Source: an optimization exercise on an open RTL-to-GDS flow (aim: small area). Production flows keep margins and buffers that such runs may drop.
Power figures rest on the tool's default switching activity, not on a simulated workload.

==> flow/design.v <==
module counters
(
  input wire rst, clk, inc, hold,
  output wire [29:0] disp
);
reg [29:0] c;    
reg [29:0] d;
wire [29:0] n;
wire [8:0] i;
assign i[0] = inc;
localparam [8*5-1:0] LSB = {5'd26, 5'd22, 5'd19, 5'd15, 5'd12, 5'd8, 5'd4, 5'd0};
genvar k;
generate for (k = 0; k < 8; k = k + 1) begin : g
  localparam integer L = LSB[k*5 +: 5];
  if (k == 3 || k == 5) begin : six
    wire [2:0] b = c[L +: 3];
    wire a = i[k] & b[0];
    assign n[L]   = b[0] ^ i[k];
    assign n[L+1] = b[1] ^ (a & ~b[2]);
    assign n[L+2] = b[2] ^ (a & (b[2] | b[1]));
    assign i[k+1] = a & b[2];
  end else begin : ten
    wire [3:0] b = c[L +: 4];
    wire a = i[k] & b[0];
    assign n[L]   = b[0] ^ i[k];
    assign n[L+1] = b[1] ^ (a & ~b[3]);
    assign n[L+2] = b[2] ^ (a & b[1]);
    assign n[L+3] = b[3] ^ (a & (b[3] | (b[2] & b[1])));
    assign i[k+1] = a & b[3];
  end
end endgenerate
always @(posedge clk or posedge rst)
  if (rst) c <= 30'd0;
  else     c <= n;
always @(posedge clk)
  if (!hold) d <= c;
assign disp = d;
endmodule
module dcm
(
  input wire rst, clk,
  output wire tick_next, tick_500ms, tick_scan
);
reg [1:0] j;    
reg h;          
reg [4:0] q;    
reg [1:0] m;    
always @(posedge clk or posedge rst) begin
  if (rst) begin
    j <= 2'b00;
    h <= 1'b0;
    q <= 5'b11111;
    m <= 2'b00;
  end else begin
    j <= {j[0], ~j[1]};
    h <= h ^ (j[1] & ~j[0]);
    q <= {q[3:0], (q[4] ^ q[2]) | (q[3] & ~q[2] & q[0])};
    m <= {m[0], ~(m[0] | m[1])};
  end
end
assign tick_next  = ~j[1] & ~j[0];
assign tick_500ms = ~h & j[1] & ~j[0] & ~q[4] & q[3] & q[1] & q[0];
assign tick_scan  = m[1] & ~(j[1] ^ j[0]);
endmodule
module dspl_drv_NexysA7
(
  input clock, reset, tick, light,
  input [29:0] digits,
  output [7:0] an, dec_cat
);
  reg [2:0] s;
  reg [3:0] x;
  reg lit;
  reg [3:0] dig;
  always @* begin
    case (s)
      3'd0: dig = digits[3:0];
      3'd1: dig = digits[7:4];
      3'd2: dig = digits[11:8];
      3'd3: dig = {1'b0, digits[14:12]};
      3'd4: dig = digits[18:15];
      3'd5: dig = {1'b0, digits[21:19]};
      3'd6: dig = digits[25:22];
      default: dig = digits[29:26];
    endcase
  end
  always @(posedge clock or posedge reset) begin
    if (reset) begin
      s <= 3'd0;
      x <= 4'd0;
      lit <= 1'b0;
    end else if (tick) begin
      s <= s + 3'd1;
      x <= dig;
      lit <= light;
    end
  end
  genvar i;
  generate for (i = 0; i < 8; i = i + 1) begin : g_an
    assign an[i] = ~(lit & (s == ((i + 1) % 8)));
  end endgenerate
  wire sa = (~x[0] & ~x[1] & x[2]) | (x[0] & ~x[1] & ~x[2] & ~x[3]);
  wire sb = (x[0] & ~x[1] & x[2]) | (~x[0] & x[1] & x[2]);
  wire sc = ~x[0] & x[1] & ~x[2];
  wire sd = (~x[0] & ~x[1] & x[2]) | (x[0] & x[1] & x[2]) | (x[0] & ~x[1] & ~x[2] & ~x[3]);
  wire se = x[0] | (~x[1] & x[2]);
  wire sf = (x[1] & ~x[2]) | (x[0] & x[1]) | (x[0] & ~x[2] & ~x[3]);
  wire sg = (~x[1] & ~x[2] & ~x[3]) | (x[0] & x[1] & x[2]);
  assign dec_cat = {sa, sb, sc, sd, se, sf, sg, 1'b1};
endmodule
module dm
(
    input wire rst, clk, tick_500ms, splitcheck,
    output wire hold_next, light
);
reg splitswitch, lightswitch;
always @(posedge clk or posedge rst) begin
  if (rst)
    splitswitch <= 1'b0;
  else
    splitswitch <= splitswitch ^ splitcheck;
end
always @(posedge clk or posedge rst) begin
  if (rst)
    lightswitch <= 1'b1;
  else if (tick_500ms)
    lightswitch <= ~splitswitch | ~lightswitch;
end
assign hold_next = splitswitch ^ splitcheck;
assign light = lightswitch;
endmodule
module edge_detector_sintese
(
  input clk, rst, din,
  output rising,  
  output held0    
);
  reg [4:0] s;
  wire [4:0] n;
  always @(posedge clk or posedge rst)
    if (rst) s <= 5'd0;
    else     s <= n;
  assign n[0] = (~s[1] & s[4]) | (~s[0] & s[3] & ~s[4]) | (s[1] & s[2] & ~s[4]) |
                (~s[2] & ~s[3] & s[4]) | (s[0] & s[4] & din) | (~s[0] & ~s[1] & ~s[2] & din);
  assign n[1] = s[0] & ~(s[2] & s[3] & s[4] & ~din);
  assign n[2] = s[1] & ~(s[0] & s[2] & s[4] & ~din);
  assign n[3] = s[2] & ~(s[3] & s[4] & ~din);
  assign n[4] = s[3] & ~(s[2] & s[4] & ~din);
  assign rising = s[0] & ~s[1] & ~s[2] & ~s[3] & ~s[4];
  assign held0  = ~s[0] & s[1] & ~s[2] & ~s[3] & ~s[4];
endmodule
module top
(
    input wire clk, rst, start, stop, split,
    output wire [7:0] an, dec_ddp
);
wire start_ed, stop_ed, split_ed, split_h0;
wire tick_next, tick_500ms, tick_scan;
wire hold_next, light;
wire [29:0] disp;
edge_detector_sintese ed_start (.clk(clk), .rst(rst), .din(start), .rising(start_ed), .held0());
edge_detector_sintese ed_stop  (.clk(clk), .rst(rst), .din(stop),  .rising(stop_ed),  .held0());
edge_detector_sintese ed_split (.clk(clk), .rst(rst), .din(split), .rising(split_ed), .held0(split_h0));
dcm dcm (.rst(rst), .clk(clk), .tick_next(tick_next), .tick_500ms(tick_500ms), .tick_scan(tick_scan));
reg on, en;
wire in_split = en & split_h0;
always @(posedge clk or posedge rst) begin
    if (rst) begin
        on <= 1'b0;
        en <= 1'b0;
    end else begin
        on <= on ? (in_split | ~stop_ed) : start_ed;
        en <= on;
    end
end
counters counters (.rst(rst), .clk(clk), .inc(tick_next & on), .hold(hold_next), .disp(disp));
dm dm (.rst(rst), .clk(clk), .tick_500ms(tick_500ms), .splitcheck(split_ed),
       .hold_next(hold_next), .light(light));
dspl_drv_NexysA7 driver (.clock(clk), .reset(rst), .tick(tick_scan), .light(light),
                         .digits(disp), .an(an), .dec_cat(dec_ddp));
endmodule
==> flow/config.mk <==
export PLATFORM = sky130hd
export DESIGN_NAME = top
export DESIGN_NICKNAME = top
export VERILOG_FILES = /design/flow/design.v
export SDC_FILE = /design/flow/constraint.sdc
export NUM_CORES = 4
export LEC_CHECK = 0
export CAP_MARGIN = 20
export CORE_MARGIN = 2
export CORE_UTILIZATION = 40
export SLEW_MARGIN = 20
==> flow/constraint.sdc <==
create_clock -name core_clock -period 10.0 [get_ports {clk}]
set_input_delay 2.0000 -clock core_clock [delete_from_list [all_inputs] [get_ports {clk}]]
set_output_delay 2.0000 -clock core_clock [all_outputs]
set_load 0.01 [all_outputs]
standard.sh (not shown) runs the stock make flow with config.mk's settings and CLKGATE_MAP_FILE= SYNTH_SCRIPT=/design/flow/synth_recipe.tcl, a recipe that flattens the netlist after the stock synthesis.
==> flow/flow/run.sh <==
#!/bin/bash
# Standard layout, with the port buffers made of the smallest buffer cell.
# The full output of the flow goes to flow.log here.
set -e
bash standard.sh "BUFFER_PORTS_ARGS=-buffer_cell sky130_fd_sc_hd__buf_1" finish > flow.log 2>&1
Edit:
==> flow/flow/run.sh (replaced) <==
#!/bin/bash
set -e
bash standard.sh "BUFFER_PORTS_ARGS=-buffer_cell sky130_fd_sc_hd__buf_1" "CTS_ARGS=-sink_clustering_enable -repair_clock_nets -buf_list sky130_fd_sc_hd__clkbuf_8 -dont_use_dummy_load" finish > flow.log 2>&1
Effect:
- clock-buffer cell count is unchanged
- setup slack improves by 0.014 ns
- synthesized cell count does not change
- wire length hardly moves
Edit:
==> flow/run.sh (new file) <==
#!/bin/bash
# synth_recipe.tcl (not shown) runs the flow's synth.tcl, then flattens the netlist and writes it again
# the make line also repeats each setting of config.mk as NAME=value (left out here)
make -C /OpenROAD-flow-scripts/flow DESIGN_CONFIG=/design/flow/config.mk WORK_HOME=/design/flow/orfs CLKGATE_MAP_FILE= SYNTH_SCRIPT=/design/flow/synth_recipe.tcl finish
--- a/flow/config.mk
+++ b/flow/config.mk
@@ -9,3 +9,4 @@
 export CORE_MARGIN = 2
 export CORE_UTILIZATION = 40
+export CTS_BUF_LIST = sky130_fd_sc_hd__clkbuf_4 sky130_fd_sc_hd__clkbuf_8
 export SLEW_MARGIN = 20
removed: flow/flow/run.sh
removed: flow/standard.sh
- The changed run finished clean
- final cell count rises slightly
- combinational power rises by about a fifth
- wire length stays flat
- non-clock buffer count stays the same
- final area rises by a few percent
- critical path depth falls by 16
- die area does not change
- synthesized area does not change
- total power rises by a few percent
- worst hold slack improved by 0.0041 ns
- count of clock-buffer cells in the layout rises by 2
No functional check of the RTL was part of any run of this note.

port drivers added, routing unchanged:
In the flow no input, the clock included, has a driving cell. The finished layouts below were timed again as built, in two steps. Step 1 sets driving cells, clkbuf_16 on the clock port and buf_2 on the other inputs (assumed; they add their load-dependent delay and slew). Step 2, shift: input delay + t, output delay - t, t = (earliest + latest rising clock arrival at the registers) / 2. This alone moves slack from input paths to output paths. a / b / c = ideal ports / drivers / drivers and shift; a / b = the first two.
| run | t, ns | slack for setup (ns) | latest minus earliest clock arrival (ns) |
|---|---|---|---|
| the first run | 0.388 | 5.891 / 5.891 / 5.891 | 0.010 / 0.010 |
| the second run | 0.384 | 5.905 / 5.905 / 5.905 | 0.027 / 0.028 |
| the third run | 0.386 | 5.891 / 5.859 / 5.899 | 0.009 / 0.009 |
After both steps setup and hold are still met in every run listed.
